Context: an optimization exercise on an open-source flow, tuned for a short achievable clock period and few clock cycles. The choices shown serve that exercise and are no tape-out recipe.
Function was checked by simulation only, so behaviour that the tests miss may differ from the original.
Power figures rest on the tool's default switching activity, not on a simulated workload.

[flow/run.sh]
#!/bin/bash
# synth_recipe.tcl (not shown) runs the flow's synth.tcl, then flattens the netlist and writes it again
# the make line also repeats each setting of config.mk as NAME=value (left out here)
make -C /OpenROAD-flow-scripts/flow DESIGN_CONFIG=/design/flow/config.mk WORK_HOME=/design/flow/orfs CLKGATE_MAP_FILE= SYNTH_SCRIPT=/design/flow/synth_recipe.tcl finish
[flow/config.mk]
export PLATFORM = sky130hd
export DESIGN_NAME = cpu
export DESIGN_NICKNAME = cpu
export VERILOG_FILES = /design/flow/design.v
export SDC_FILE = /design/flow/constraint.sdc
export NUM_CORES = 4
export LEC_CHECK = 0
export ABC_CLOCK_PERIOD_IN_PS = 1000
export CAP_MARGIN = 30
export CORE_MARGIN = 2
export CORE_UTILIZATION = 30
export SETUP_SLACK_MARGIN = 4
export SLEW_MARGIN = 30
[flow/constraint.sdc]
create_clock -name core_clock -period 6.0 [get_ports {clk}]
set_input_delay 1.2000 -clock core_clock [delete_from_list [all_inputs] [get_ports {clk}]]
set_output_delay 1.2000 -clock core_clock [all_outputs]
set_load 0.01 [all_outputs]
[flow/design.v]
module cpu_group #(parameter K = 3) (
    input      [8*K-1:0]      w,       
    input      [16*K+15:0]    pcoh,    
    input      [K-1:0]        blk,     
    input      [K-1:0]        r_sta,   
    input      [8*K-1:0]      r_ins,
    output reg [K-1:0]        v,       
    output reg [15:0]         npc_oh,  
    output reg [16*K-1:0]     sel,     
    output reg [15:0]         stm      
);
    localparam LDA = 4'b0001;
    localparam ADD = 4'b0010;
    localparam OUT = 4'b0011;
    localparam JMP = 4'b0100;
    localparam STA = 4'b0101;
    localparam SUB = 4'b0111;
    reg [K-1:0] jmp, sta, out, rd, haz, last;
    reg [3:0]   n [0:K-1];
    reg [4*K-1:0] pcb;     
    integer     i, j, k;
    always @(*) begin
        for (j = 0; j < K; j = j + 1) begin
            pcb[4*j +: 4] = 4'd0;
            for (k = 0; k < 16; k = k + 1)
                if (pcoh[16*j + k])
                    pcb[4*j +: 4] = pcb[4*j +: 4] | k;
        end
        for (j = 0; j < K; j = j + 1) begin
            n[j]   = w[8*j +: 4];
            jmp[j] = w[8*j+4 +: 4] == JMP;
            sta[j] = w[8*j+4 +: 4] == STA;
            out[j] = w[8*j+4 +: 4] == OUT;
            rd[j]  = w[8*j+4 +: 4] == LDA || w[8*j+4 +: 4] == ADD ||
                     w[8*j+4 +: 4] == SUB;
            sel[16*j +: 16] = 16'd1 << n[j];
        end
        for (j = 0; j < K; j = j + 1) begin
            haz[j] = blk[j];
            for (i = 0; i < K; i = i + 1) begin
                if (rd[j] && r_sta[i] && r_ins[8*i +: 4] == n[j])
                    haz[j] = 1'b1;
                if (i < j) begin
                    if (sta[i] && n[i] == pcb[4*j +: 4])
                        haz[j] = 1'b1;
                    if (sta[i] && rd[j] && n[i] == n[j])
                        haz[j] = 1'b1;
                    if (out[i] && out[j])
                        haz[j] = 1'b1;
                    if (jmp[i])
                        haz[j] = 1'b1;
                end
            end
        end
        for (j = 0; j < K; j = j + 1)
            v[j] = (haz & ((2 << j) - 1)) == 0;
        for (j = 0; j < K; j = j + 1)
            last[j] = v[j] && (j == K - 1 || !v[j+1]);
        npc_oh = v[0] ? 16'd0 : pcoh[15:0];
        stm = 16'd0;
        for (j = 0; j < K; j = j + 1) begin
            if (last[j]) begin
                npc_oh = npc_oh | (jmp[j] ? sel[16*j +: 16] : pcoh[16*(j+1) +: 16]);
            end
            if (v[j] && sta[j])
                stm = stm | sel[16*j +: 16];
        end
    end
endmodule
module cpu(
    input            clk,
    input            rst,
    input            prog_we,
    input      [3:0] prog_addr,
    input      [7:0] prog_data,
    output reg [7:0] output_register,
    output reg       out_valid
);
localparam K = 4;
localparam LDA = 4'b0001;
localparam ADD = 4'b0010;
localparam OUT = 4'b0011;
localparam JMP = 4'b0100;
localparam STA = 4'b0101;
localparam LDI = 4'b0110;
localparam SUB = 4'b0111;
reg  [7:0]   ram [0:15];
wire [127:0] mem;
reg  [7:0]   a_reg;
reg  [16*K+15:0] pcoh;   
reg [K-1:0]    r_v;
reg [8*K-1:0]  r_ins;
reg [16*K-1:0] r_sel;   
reg [16*K-1:0] r_pos;   
reg [16*K-1:0] r_neg;   
reg [K-1:0]    r_stau;  
wire [K-1:0]   r_sta = r_v & r_stau;   
reg [15:0]     r_stm;   
integer        mj;
always @(*) begin
    r_stm = 16'd0;
    for (mj = 0; mj < K; mj = mj + 1)
        if (r_sta[mj])
            r_stm = r_stm | r_sel[16*mj +: 16];
end
reg [K-1:0]    e_v;
reg [16*K-1:0] e_st;    
reg [15:0]     e_stm;   
reg [K-1:0]    e_out;   
reg [K:1]      e_keep;  
reg [8*K+7:0]  e_s, e_c;
reg [2*K+1:0]  e_ci;    
genvar g;
generate
    for (g = 0; g < 16; g = g + 1) begin : mem_rd
        assign mem[8*g +: 8] = ram[g];
    end
endgenerate
reg [8*K+7:0] aval;     
reg [7:0]     ka, cs, cc;
integer       ep;
always @(*) begin
    aval[7:0] = a_reg;
    for (ep = 1; ep <= K; ep = ep + 1) begin
        ka = e_keep[ep] ? a_reg : 8'd0;
        cs = ka ^ e_s[8*ep +: 8] ^ e_c[8*ep +: 8];
        cc = (ka & e_s[8*ep +: 8]) | (ka & e_c[8*ep +: 8]) | (e_s[8*ep +: 8] & e_c[8*ep +: 8]);
        aval[8*ep +: 8] = cs + {cc[6:0], e_ci[2*ep]} + e_ci[2*ep+1];
    end
end
reg       any_out;
reg [7:0] out_val;
integer   oj;
always @(*) begin
    any_out = 1'b0;
    out_val = 8'd0;
    for (oj = 0; oj < K; oj = oj + 1)
        if (e_out[oj]) begin
            any_out = 1'b1;
            out_val = out_val | aval[8*oj +: 8];
        end
end
always @(posedge clk) begin
    if (rst) begin
        a_reg <= 8'd0;
        output_register <= 8'd0;
        out_valid <= 1'b0;
    end else begin
        a_reg <= aval[8*K +: 8];
        out_valid <= any_out;
        if (any_out)
            output_register <= out_val;
    end
end
generate
    for (g = 0; g < 16; g = g + 1) begin : mem_wr
        reg       st;
        reg [7:0] sv;
        integer   wj;
        always @(*) begin
            st = 1'b0;
            sv = 8'd0;
            for (wj = 0; wj < K; wj = wj + 1)
                if (e_st[16*wj + g]) begin
                    st = 1'b1;
                    sv = sv | aval[8*wj +: 8];
                end
        end
        always @(posedge clk) begin
            if (rst) begin
                if (prog_we && prog_addr == g)
                    ram[g] <= prog_data;
            end else if (st) begin
                ram[g] <= sv;
            end
        end
    end
endgenerate
reg [8*K-1:0]   x, t;
reg [K-1:0]     cin;
reg [K:1]       keep_n;
reg [8*K+7:0]   s_n, c_n;
reg [2*K+1:0]   ci_n;
reg [16*K-1:0]  st_n;
reg [15:0]      stm_n;
reg [K-1:0]     out_n;
reg [3:0]       rop;
reg [7:0]       s1, c1, tz;
reg             ld;
integer         ri, rj, rb;
always @(*) begin
    stm_n = 16'd0;
    for (rj = 0; rj < K; rj = rj + 1) begin
        rop = r_ins[8*rj+4 +: 4];
        x[8*rj +: 8] = (rop == LDI) ? {4'b0, r_ins[8*rj +: 4]} : 8'd0;
        for (rb = 0; rb < 16; rb = rb + 1) begin
            if (r_pos[16*rj + rb])
                x[8*rj +: 8] = x[8*rj +: 8] | mem[8*rb +: 8];
            if (r_neg[16*rj + rb])
                x[8*rj +: 8] = x[8*rj +: 8] | ~mem[8*rb +: 8];
        end
        out_n[rj] = r_v[rj] && rop == OUT;
        st_n[16*rj +: 16] = r_sta[rj] ? r_sel[16*rj +: 16] : 16'd0;
        for (ri = 0; ri < K; ri = ri + 1)
            if (ri > rj && r_sta[ri])
                st_n[16*rj +: 16] = st_n[16*rj +: 16] & ~r_sel[16*ri +: 16];
        stm_n = stm_n | st_n[16*rj +: 16];
    end
    s_n[7:0] = 8'd0;
    c_n[7:0] = 8'd0;
    ci_n[1:0] = 2'd0;
    for (rj = 1; rj <= K; rj = rj + 1) begin
        keep_n[rj] = 1'b1;
        t = {8*K{1'b0}};
        cin = {K{1'b0}};
        for (ri = 0; ri < K; ri = ri + 1)
            if (ri < rj && r_v[ri]) begin
                rop = r_ins[8*ri+4 +: 4];
                ld = rop == LDA || rop == LDI;
                if (ld) begin
                    keep_n[rj] = 1'b0;
                    t = {8*K{1'b0}};
                    cin = {K{1'b0}};
                end
                if (ld || rop == ADD || rop == SUB)
                    t[8*ri +: 8] = x[8*ri +: 8];
                if (rop == SUB)
                    cin[ri] = 1'b1;
            end
        if (K == 1) begin
            s1 = t[7:0];
            c1 = 8'd0;
            ci_n[2*rj +: 2] = {1'b0, cin[0]};
        end else if (K == 2) begin
            s1 = t[7:0];
            c1 = t[15:8];
            ci_n[2*rj +: 2] = cin[1:0];
        end else begin
            s1 = t[7:0];
            c1 = t[15:8];
            for (ri = 2; ri < K; ri = ri + 1) begin
                tz = t[8*ri +: 8];
                {s1, c1} = {s1 ^ c1 ^ tz,
                            ((s1 & c1) | (s1 & tz) | (c1 & tz)) << 1 | cin[ri-2]};
            end
            ci_n[2*rj +: 2] = cin[K-1:K-2];
        end
        s_n[8*rj +: 8] = s1;
        c_n[8*rj +: 8] = c1;
    end
end
always @(posedge clk) begin
    if (rst) begin
        e_v    <= {K{1'b0}};
        e_out  <= {K{1'b0}};
        e_st   <= {16*K{1'b0}};
        e_stm  <= 16'd0;
        e_keep <= {K{1'b1}};
        e_s    <= {(8*K+8){1'b0}};
        e_c    <= {(8*K+8){1'b0}};
        e_ci   <= {(2*K+2){1'b0}};
    end else begin
        e_v    <= r_v;
        e_out  <= out_n;
        e_st   <= st_n;
        e_stm  <= stm_n;
        e_keep <= keep_n;
        e_s    <= s_n;
        e_c    <= c_n;
        e_ci   <= ci_n;
    end
end
reg [8*K-1:0] w;
reg [K-1:0]   blk;
integer       fj, fb;
always @(*)
    for (fj = 0; fj < K; fj = fj + 1) begin
        w[8*fj +: 8] = 8'd0;
        for (fb = 0; fb < 16; fb = fb + 1)
            if (pcoh[16*fj + fb])
                w[8*fj +: 8] = w[8*fj +: 8] | mem[8*fb +: 8];
        blk[fj] = |(pcoh[16*fj +: 16] & (r_stm | e_stm));
    end
wire [K-1:0]     fv;
wire [15:0]      npc_oh, stm;
wire [16*K-1:0]  wsel;
cpu_group #(.K(K)) fetch_group (
    .w(w), .pcoh(pcoh), .blk(blk), .r_sta(r_sta), .r_ins(r_ins),
    .v(fv), .npc_oh(npc_oh), .sel(wsel), .stm(stm));
wire [16*K+15:0] pcoh0;
generate
    for (g = 0; g < 16; g = g + 1) begin : reset_pc
        if (g <= K)
            assign pcoh0[16*g +: 16] = 16'd1 << g;
    end
endgenerate
wire [K-1:0]     fv0;
wire [15:0]      npc_oh0, stm0;
wire [16*K-1:0]  wsel0;
cpu_group #(.K(K)) reset_group (
    .w(mem[8*K-1:0]), .pcoh(pcoh0), .blk({K{1'b0}}),
    .r_sta({K{1'b0}}), .r_ins({8*K{1'b0}}),
    .v(fv0), .npc_oh(npc_oh0), .sel(wsel0), .stm(stm0));
wire pre_hit = prog_we && prog_addr < K;
integer pj;
always @(posedge clk) begin
    if (rst) begin
        r_ins <= mem[8*K-1:0];
        r_sel <= wsel0;
        for (pj = 0; pj < K; pj = pj + 1) begin
            r_pos[16*pj +: 16] <= (mem[8*pj+4 +: 4] == LDA || mem[8*pj+4 +: 4] == ADD) ? wsel0[16*pj +: 16] : 16'd0;
            r_neg[16*pj +: 16] <= (mem[8*pj+4 +: 4] == SUB) ? wsel0[16*pj +: 16] : 16'd0;
        end
        if (pre_hit) begin
            pcoh  <= pcoh0;
            r_v   <= {K{1'b0}};
        end else begin
            for (pj = 0; pj <= K; pj = pj + 1)
                pcoh[16*pj +: 16] <= {npc_oh0, npc_oh0} >> (16 - pj);
            r_v   <= fv0;
        end
        for (pj = 0; pj < K; pj = pj + 1)
            r_stau[pj] <= mem[8*pj+4 +: 4] == STA;
    end else begin
        r_ins <= w;
        r_sel <= wsel;
        for (pj = 0; pj < K; pj = pj + 1) begin
            r_pos[16*pj +: 16] <= (w[8*pj+4 +: 4] == LDA || w[8*pj+4 +: 4] == ADD) ? wsel[16*pj +: 16] : 16'd0;
            r_neg[16*pj +: 16] <= (w[8*pj+4 +: 4] == SUB) ? wsel[16*pj +: 16] : 16'd0;
        end
        for (pj = 0; pj <= K; pj = pj + 1)
            pcoh[16*pj +: 16] <= {npc_oh, npc_oh} >> (16 - pj);
        r_v   <= fv;
        for (pj = 0; pj < K; pj = pj + 1)
            r_stau[pj] <= w[8*pj+4 +: 4] == STA;
    end
end
endmodule
==> results.txt, run 1 <==
hold path start r_sel[44]; top-area cell type share of the netlist area 21.5%; Layout Area Growth over Synthesis 54.7%; minimum clock period 3.61 ns; IR drop worst, VDD 0.341 mV; detailed router's first-iteration violation count 8025; slowest stage delay, CP 0.51 ns; Cells after Synth 4475; Largest Register ram; Pins Over Slew Limit 0; aggregate negative setup slack 0 ns; top post-synthesis cells by area dfxtp_1 (21%), mux2i_1 (14%), edfxtp_1 (10%); ys flop type dfxtp_1; num rows 131; P per Cell Area 404 mW/mm^2; Pre-antenna DRT Iters 12; die width 362 um; Post-DP HPWL 194 mm; Post-synth top cells mux2i_1 (531), dfxtp_1 (413), nand2_1 (387); Largest register FFs 128; vias in the first global route 43.4k; Total Wirelength 293 mm; GR Overflow Total 0; fraction of registers with async set/reset 0%; Worst Hold Class reg2reg; slowest CP cell edfxtp_1; largest net degree at the start of global routing 69; Critical Path Source ram[0][4]; worst setup path class reg2reg; Final Hold Violating Endpoints 0; die area 0.131 sq mm; leakage 24.0 nW; status complete, no violations; io pins 24; Fillers 11.7k; syn_area_per_cell 8.61 sq um; drt wl/cell 43.2 um; antenna violations before repair 20; Worst-path clk slew 0.07 ns; cell with the most instances after synthesis mux2i_1; crit path max fanout 7; Critical Path End Type register; cell family with most CP delay simple AND/OR/NAND/NOR gates; post-synth net total 4591; layout cells sized above 1 44.8%; GRT Total Usage 42.0%; global-route wire length before repair 379 mm; clock skew 0.0564 ns; Max-slew headroom 32.4%; Setup Viol. Count Final 0; number of warnings issued by yosys 5; EDFF count, synth 128; CTS tree yes; # port buffers 23; cell area after synthesis 0.0385 sq mm; max-cap viol count 0; crit start category register; worst slew pin tran 1.01 ns; Power Total 24.1 mW; RSZ-0062 raised after global routing yes; fin nets 5172; DR vias 47.1k; Arr. time, crit path 4.22 ns; Post-route DRC 0; Synth cell types 83; Clock Latency Late Sink 0.70 ns; hold_buf cts 0; Core ar. 0.128 sq mm; R2R Path Start ram[0][4]; Yosys top cell by area dfxtp_1; Detail Route Antenna Nets 0; H-Tree Depth 3; Period Utilization, post-route 60.1%; Die Span Y 362 um; Yosys reg bits 541; clk buf depth 3; Req. time, crit path 6.61 ns; Avg Vias per Cell 6.94; clk root buf clkbuf_16; CP Buf/Inv Count 3; TritonCTS Sinks 541; Starting Density 30.2%; CP cell instances buf_6, a22o_1, a221oi_2, and4_1, buf_6, nand2b_4, nor2_2, a222oi_1, nand4_1, a211oi_4, buf_6, nand2b_4, or4_1, o211ai_1; max frequency 277 MHz; sequential fraction of the synthesis area 31.4%; CP most frequent cell buf_6; Final Wtd Congestion 1.07; total CTS buffers 68
==> cell usage in the layout, fill, tap and decap left out, types with 41 or more instances in the layout <==
cell	n
nor3_1	52
dfxtp_1	344
buf_4	666
a222oi_1	56
nor2_4	46
nand2_2	61
o22ai_2	94
mux2i_1	518
nand2_8	50
nand4_1	169
a221o_1	57
buf_6	232
nand2_1	237
and3_1	41
nor2_1	121
nor4_1	51
a21oi_2	55
buf_12	156
a221oi_1	60
nor2b_1	49
clkbuf_16	80
a221oi_2	129
xor2_1	41
a21oi_1	178
a22o_1	111
inv_1	71
edfxtp_1	128
a22oi_1	57
xnor2_1	105
a22oi_2	58
==> per-stage QoR <==
step                      hold slack, ns  setup slack [ns]  cells  util [%]  area, sq um
after floorplan                    0.412              2.79   4475         -        41600
final                              0.443              2.39   6782      46.8        59600
after global routing               0.474              2.40   6771      46.7        59600
after global placement             0.440              1.54   5699      32.4        41300
after detailed placement           0.431              1.55   5702      32.5        41400
after CTS                          0.444              2.54   6592      43.5        55400
==> cell families (layout without fill, tap and decap cells) <==
kind of cell	after synthesis	in the layout	share of synthesized area (%)
mux	541	541	14.1
buf+inv	726	1355	7.71
simple gates	1272	1277	17.2
other cells	0	11	0
xor+xnor	175	175	3.98
compound gates	1119	1119	21.4
fa+ha+maj	101	101	4.22
flops	541	541	31.4
==> power breakdown <==
part / internal, mW / switching [mW] / total [mW]
logic: 6.29 / 8.31 / 14.6
clock network: 2.61 / 1.93 / 4.54
registers: 4.10 / 0.833 / 4.94
total: 13.0 / 11.1 / 24.1
==> timing repair <==
action                     in CTS  in global routing
setup endpoints to repair     631                510
resized for setup            1030                497
gates cloned                   24                 10
setup buffers                 743                169
pin swaps                     329                309
==> worst min-delay path: cells and delay by family (launching register included) <==
family	cells	cell delay (ns)
flip-flops	1	0.31
AO/OA/AOI/OAI	1	0.04
AND/OR/NAND/NOR	1	0.05
==> final cells by class <==
cell class,instances,area [sq um],share of cell area [%]
Inverter,96,484,0.812
Clock inverter,27,408,0.684
Multi-Input combinational cell,3213,30100,50.5
Sequential cell,541,12300,20.6
Tap cell,1662,2080,3.49
Timing Repair Buffer,1130,12200,20.4
Antenna cell,11,27.5,0.0462
Timing Repair inverter,6,86.3,0.145
Clock buffer,96,2010,3.38
==> worst paths after layout <==
path / to / slack, ns / cells past startpoint
worst max-delay path: pcoh[76] / 2.39 / 14
worst min register to register: e_st[44] / 0.44 / 2
worst min-delay path: e_st[44] / 0.44 / 2
worst max register to register: pcoh[76] / 2.39 / 14
==> per-layer routing <==
metal	vias to the layer above	global-route usage, %	share of wire (%)	routed length, um
met5	-	0.0370	0.062	182
met4	20	33.1	10	30400
met3	1451	18.2	15	43200
met2	4482	59.2	39	115000
met1	23100	49.5	35	104000
li1	18100	-	-	-
Testbench counts, summed over its fixed seeds: cycles 10,569.
==> inputs of run 2 (changes only) <==
--- a/flow/config.mk
+++ b/flow/config.mk
@@ -7,7 +7,7 @@
 export LEC_CHECK = 0
-export ABC_CLOCK_PERIOD_IN_PS = 1000
+export ABC_CLOCK_PERIOD_IN_PS = 1500
 export CAP_MARGIN = 30
 export CORE_MARGIN = 2
-export CORE_UTILIZATION = 30
-export SETUP_SLACK_MARGIN = 4
+export CORE_UTILIZATION = 22
+export SETUP_SLACK_MARGIN = 4.4
 export SLEW_MARGIN = 30
==> run 2 against run 1 <==
Against the previous run: the flow now stops in global routing; synthesized area unchanged; synthesized cell count unchanged.
==> results.txt, run 2 <==
fraction of registers with async set/reset 0%; syn_area_per_cell 8.61 sq um; cell area after synthesis 0.0385 sq mm; Err [ERROR GRT-0232] Routing congestion too high. Check the congestion heatmap in the GUI.; GRT Total Usage 31.7%; GR Overflow Total 1; Halt Stage global routing; total CTS buffers 61; Die Span Y 422 um; EDFF count, synth 128; num rows 153; Post-synth top cells mux2i_1 (531), dfxtp_1 (413), nand2_1 (387); Post-DP HPWL 190 mm; Yosys top cell by area dfxtp_1; Cells after Synth 4475; Final Wtd Congestion 1.12; top-area cell type share of the netlist area 21.5%; H-Tree Depth 2; Placement Cell Area 0.0429 sq mm; Synth cell types 83; die width 422 um; number of warnings issued by yosys 5; Starting Density 22.1%; io pins 24; status did not finish; Yosys reg bits 541; clk buf depth 3; TritonCTS Sinks 541; largest net degree at the start of global routing 88; top post-synthesis cells by area dfxtp_1 (21%), mux2i_1 (14%), edfxtp_1 (10%); Inst Count DP 6446; pre-CTS worst setup slack 1.47 ns; # port buffers 23; post-synth net total 4591; clk root buf clkbuf_16; cell with the most instances after synthesis mux2i_1; ys flop type dfxtp_1; sequential fraction of the synthesis area 31.4%
-- run 2: cell counts after synthesis --
No cell type changed its count.
-- run 2: per-layer routing --
| metal | track usage [%] | GRT overflow |
|---|---|---|
| met3 | 18.7 | 0 |
| met2 | 41.6 | 0 |
| met5 | 3.60 | 0 |
| met4 | 28.8 | 0 |
| met1 | 35.2 | 1 |
-- run 2: kinds of logic after synthesis --
family                   after synthesis  synth area share (%)
multiplexers                         541                  14.1
AO/OA/AOI/OAI                       1119                  21.4
adder cells (fa/ha/maj)              101                  4.22
flip-flops                           541                  31.4
AND/OR/NAND/NOR                     1272                  17.2
buffers and inverters                726                  7.71
XOR/XNOR                             175                  3.98
-- run 2: worst min path at each step --
stage	start	endpoint	slack [ns]	cells past startpoint
detailed placement	r_sel[33]	e_st[33]	0.44	2
global placement	r_sel[33]	e_st[33]	0.44	2
CTS	r_sel[33]	e_st[33]	0.45	2
floorplan	r_sel[53]	e_st[37]	0.42	1
-- run 2: power by group through the flow --
stage | Sequential, mW | Combinational [mW] | Clock (mW)
after detailed placement | 5.03 | 7.90 | 0
after global placement | 5.03 | 7.88 | 0
after CTS | 4.72 | 12.4 | 4.05
after floorplan | 4.29 | 6.14 | 0
-- run 2: what timing repair did --
action / in CTS
setup endpoints to repair: 661
pin swaps: 306
hold buffers: 0
setup buffers: 587
cloned: 38
resized for setup: 1032
==> inputs of run 3 (changes only) <==
--- a/flow/design.v
+++ b/flow/design.v
@@ -172,2 +172,4 @@
                     ram[g] <= prog_data;
+            end else if (r_sta[0] && r_sel[g]) begin
+                ram[g] <= aval[8*K +: 8];
             end else if (st) begin
@@ -202,3 +204,3 @@
         out_n[rj] = r_v[rj] && rop == OUT;
-        st_n[16*rj +: 16] = r_sta[rj] ? r_sel[16*rj +: 16] : 16'd0;
+        st_n[16*rj +: 16] = (rj > 0 && r_sta[rj]) ? r_sel[16*rj +: 16] : 16'd0;
         for (ri = 0; ri < K; ri = ri + 1)
@@ -287,3 +289,3 @@
 cpu_group #(.K(K)) fetch_group (
-    .w(w), .pcoh(pcoh), .blk(blk), .r_sta(r_sta), .r_ins(r_ins),
+    .w(w), .pcoh(pcoh), .blk(blk), .r_sta({r_sta[K-1:1], 1'b0}), .r_ins(r_ins),
     .v(fv), .npc_oh(npc_oh), .sel(wsel), .stm(stm));
--- a/flow/config.mk
+++ b/flow/config.mk
@@ -10,4 +10,4 @@
 export CORE_MARGIN = 2
-export CORE_UTILIZATION = 22
-export SETUP_SLACK_MARGIN = 4.4
+export CORE_UTILIZATION = 30
+export SETUP_SLACK_MARGIN = 4
 export SLEW_MARGIN = 30
==> run 3 against run 2 <==
Against the previous run: the run now finishes clean; synthesized area about the same; synthesized cell count up 2.2%.
==> results.txt, run 3 <==
status complete, no violations; max frequency 263 MHz; io pins 24; clock skew 0.116 ns; aggregate negative setup slack 0 ns; P per Cell Area 430 mW/mm^2; TritonCTS Sinks 525; Worst Hold Class reg2reg; top post-synthesis cells by area dfxtp_1 (21%), mux2i_1 (14%), edfxtp_1 (10%); Synth Area in Compound Gates 21.4%; Layout Area Growth over Synthesis 50.5%; total CTS buffers 61; H-Tree Depth 2; die area 0.131 sq mm; cell area after layout 0.0579 sq mm; clk root buf clkbuf_16; leakage 23.9 nW; Synth cell types 83; detailed router's first-iteration violation count 9857; Total Wirelength 285 mm; number of warnings issued by yosys 5; drt wl/cell 41.8 um; Starting Density 30.2%; die width 362 um; post-synthesis mux area share 14.1%; global-route wire length before repair 373 mm; most frequent cells in the layout buf_4 (586), mux2i_1 (518), nand2_1 (373); hold path start r_sel[21]; post-synthesis xor/xnor area fraction 3.82%; Post-synth top cells nand2_1 (547), mux2i_1 (530), dfxtp_1 (397); Clock Latency Late Sink 0.78 ns; Worst-path clk slew 0.07 ns; num rows 131; DR vias 48.2k; Core ar. 0.128 sq mm; crit start category register; R2R Path Start r_v[1]; Cells after Synth 4573; fin nets 5183; Worst R2R Path Depth 15; most common cell after layout, fill and taps aside buf_4; minimum clock period 3.81 ns; largest net degree at the start of global routing 81; Post-DP HPWL 182 mm; layout cells sized above 1 41.2%; Placement Cell Area 0.0410 sq mm; Critical Path End Type register; Power Total 24.9 mW; Post-Synth Simple-Gate Area 17.7%; Die Span Y 362 um; r2r setup slk 2.19 ns; max-cap viol count 0; ys flop type dfxtp_1; worst setup path class reg2reg; Hold EP e_st[21]; Max-slew headroom 24.9%; Hold Path Depth 1; post-synth net total 4689; Final Hold Violating Endpoints 0; Largest Register ram; fraction of registers with async set/reset 0%; vias in the first global route 43.9k; # port buffers 23; cell with the most instances after synthesis nand2_1; hold_buf cts 0; Detail Route Antenna Nets 0; sequential fraction of the synthesis area 30.6%; RR Endpoint pcoh[70]; Pins Over Slew Limit 0; Yosys reg bits 525; syn_area_per_cell 8.42 sq um; Post-route DRC 0; Avg Vias per Cell 7.07; Req. time, crit path 6.65 ns; clk buf depth 3; GRT Total Usage 40.9%; top-area cell type share of the netlist area 20.6%; Period Utilization, post-route 63.5%; Setup Viol. Count Final 0; cell area after synthesis 0.0385 sq mm; crit path max fanout 7; Arr. time, crit path 4.45 ns; Pre-antenna DRT Iters 13; Adder-Cell Fraction of Synth Area 4.22%; GR Overflow Total 0; RSZ-0062 raised after global routing yes; IR drop worst, VDD 0.286 mV; antenna violations before repair 42; largest family of logic cells by synthesized area compound AO/OA/AOI/OAI gates; EDFF count, synth 128; worst slew pin tran 1.12 ns; Yosys top cell by area dfxtp_1; Largest register FFs 128; Final Wtd Congestion 1.17; CTS tree yes
[run 3: final cells by class]
class                   count  area (sq um)
multi-input cells        3338         29700
repair inverters            4          35.0
well taps                1662          2080
inverters                  94           448
clock inverters            35           520
clock buffers              80          1710
fillers                 11600         69600
diodes                     40           100
repair buffers           1043         11400
flip-flops and latches    525         11900
[run 3: critical path, stage by stage (launching register included)]
cell and delay [ns]:
dfxtp_2 0.33, buf_12 0.14, and2_4 0.19, a222oi_1 0.32, buf_4 0.18, nand3b_1 0.22
buf_4 0.23, buf_4 0.13, a22oi_1 0.16, nand4_1 0.35, a211oi_2 0.31, and4b_2 0.36
and2_4 0.23, nor2_1 0.09, a221oi_2 0.32, o211ai_1 0.13
[run 3: cells by family (layout without fill, tap and decap cells)]
| group | count (synthesis) | in the layout |
|---|---|---|
| other | 0 | 40 |
| AO/OA/AOI/OAI | 1161 | 1161 |
| flip-flops | 525 | 525 |
| buffers and inverters | 717 | 1256 |
| adder cells (fa/ha/maj) | 101 | 101 |
| multiplexers | 540 | 540 |
| XOR/XNOR | 168 | 168 |
| AND/OR/NAND/NOR | 1361 | 1368 |
[run 3: worst max-delay path by stage]
stage | from | end | slack [ns] | cells after the start
after floorplan | pcoh[69] | pcoh[64] | 2.87 | 16
after global placement | r_v[2] | pcoh[69] | 1.05 | 12
after detailed placement | r_v[2] | pcoh[69] | 1.12 | 12
after CTS | r_v[1] | pcoh[64] | 2.36 | 17
after global routing | ram[1][4] | pcoh[64] | 2.22 | 15
final | r_v[1] | pcoh[70] | 2.19 | 15
[run 3: what timing repair did]
action	4_1_cts	5_1_grt
setup endpoints to repair	622	556
buffers inserted	686	150
cloned	22	7
pin swaps	370	291
resized for setup	1201	460
[run 3: report_power, final]
part,internal [mW],switching (mW)
Sequential,4.02,0.824
Combinational,6.64,9.18
Clock,2.42,1.85
Total,13.1,11.9
[run 3: layer usage]
layer  share of wire, %  vias to the layer above  global-route usage [%]
li1                   -                    18100                       -
met1                 34                    23000                    45.0
met2                 37                     5114                    53.7
met3                 18                     1924                    26.4
met4                 11                       46                    33.0
met5               0.30                        -                    7.92
[run 3: stage by stage]
stage,hold WS (ns),utilization [%],setup slack [ns],cells
floorplan,0.410,-,2.87,4573
global placement,0.469,32.1,1.05,5797
detailed placement,0.475,32.1,1.12,5800
CTS,0.474,42.6,2.36,6623
global route,0.489,45.4,2.22,6806
finish,0.468,45.4,2.19,6821
Testbench counts of run 3, summed over its fixed seeds: cycles 10,240.
==> inputs of run 4 (changes only) <==
--- a/flow/config.mk
+++ b/flow/config.mk
@@ -11,3 +11,3 @@
 export CORE_UTILIZATION = 30
-export SETUP_SLACK_MARGIN = 4
+export SETUP_SLACK_MARGIN = 4.4
 export SLEW_MARGIN = 30
==> run 4 against run 3 <==
Against the previous run: the run now fails in global routing; synthesized area unchanged; synthesized cell count unchanged.
==> results.txt, run 4 <==
post-synthesis xor/xnor area fraction 3.82%; top-area cell type share of the netlist area 20.6%; post-synth net total 4689; GRT Total Usage 42.3%; syn_area_per_cell 8.42 sq um; number of warnings issued by yosys 5; Post-synth top cells nand2_1 (547), mux2i_1 (530), dfxtp_1 (397); hold_buf cts 0; TritonCTS Sinks 525; die width 362 um; top post-synthesis cells by area dfxtp_1 (21%), mux2i_1 (14%), edfxtp_1 (10%); Yosys reg bits 525; Starting Density 30.2%; Final Wtd Congestion 1.12; num rows 131; largest net degree at the start of global routing 40; Placement Cell Area 0.0415 sq mm; Cells after Synth 4573; GR Overflow Total 1; Die Span Y 362 um; Halt Stage global routing; status did not finish; ys flop type dfxtp_1; Synth cell types 83; post-synthesis mux area share 14.1%; cell area after synthesis 0.0385 sq mm; clk buf depth 3; fraction of registers with async set/reset 0%; Yosys top cell by area dfxtp_1; total CTS buffers 58; EDFF count, synth 128; Post-Synth Simple-Gate Area 17.7%; Err [ERROR GRT-0232] Routing congestion too high. Check the congestion heatmap in the GUI.; largest family of logic cells by synthesized area compound AO/OA/AOI/OAI gates; Synth Area in Compound Gates 21.4%; Inst Count DP 5842; H-Tree Depth 2; clk root buf clkbuf_16; io pins 24; sequential fraction of the synthesis area 30.6%; # port buffers 23; cell with the most instances after synthesis nand2_1; Post-DP HPWL 189 mm; Adder-Cell Fraction of Synth Area 4.22%
run 4: timing repair:
action | CTS
endpoints found under the setup margin | 644
gates resized for setup | 1376
buffers inserted | 682
pin swaps | 353
cloned | 29
run 4: metal layers:
metal / global-route usage, % / overflow
met4: 32.9 / 0
met3: 21.3 / 0
met1: 48.9 / 0
met2: 58.3 / 1
met5: 3.59 / 0
run 4: power groups by stage:
stage	clock, mW	sequential [mW]	combinational [mW]
after floorplan	0	4.22	6.63
after global placement	0	5.11	8.65
after detailed placement	0	5.07	8.65
after CTS	3.99	4.81	14.1
run 4: how the worst min path moves through the flow:
stage	from	end	cells past startpoint
3_3_place_gp	r_sel[42]	e_st[42]	1
3_5_place_dp	r_sel[42]	e_st[42]	1
4_1_cts	r_sel[42]	e_st[42]	1
2_1_floorplan	r_ins[14]	e_out[1]	1
run 4: logic make-up after synthesis:
group | Yosys count
multiplexers | 540
XOR/XNOR | 168
AO/OA/AOI/OAI | 1161
flip-flops | 525
adder cells (fa/ha/maj) | 101
AND/OR/NAND/NOR | 1361
buffers and inverters | 717
run 4: stage by stage:
stage / utilization, % / total power [mW] / setup slack (ns) / hold slack (ns)
after floorplan: - / 10.8 / 2.87 / 0.424
after global placement: 32.4 / 13.8 / 0.600 / 0.486
after detailed placement: 32.5 / 13.7 / 1.04 / 0.466
after CTS: 43.9 / 22.9 / 2.59 / 0.488

-- afterwards: timing with drivers on the ports --
The results above use ideal ports. As a check the final layouts listed here were re-extracted and re-timed, cells and wires unchanged. Step 1 (the two cells are an assumption about what drives the block):
set clk [get_ports {clk}]
set_driving_cell -lib_cell sky130_fd_sc_hd__clkbuf_16 $clk
set_driving_cell -lib_cell sky130_fd_sc_hd__buf_2 [delete_from_list [all_inputs] $clk]
Step 2 times the ports against the registers' clock, not the clock port: input delays grow and output delays shrink by t, the midpoint of the rising clock arrivals with the driver on. Slacks: no drivers / after step 1 / after step 2; pairs: no drivers / after step 1.
run	shift t [ns]	setup WS [ns]	worst setup path at the end	worst register clock-pin slew, ns	worst data-port slew with drivers (ns)
run 1	0.758	2.393 / 2.393 / 2.206	input to register	0.07 / 0.07	0.30
run 3	0.803	2.193 / 2.193 / 2.193	register to register	0.08 / 0.08	0.23
After both steps every run listed still meets setup and hold. For run 1, which loses most, drivers alone change the setup slack by 0.000 ns; drivers and shift together by -0.187 ns.
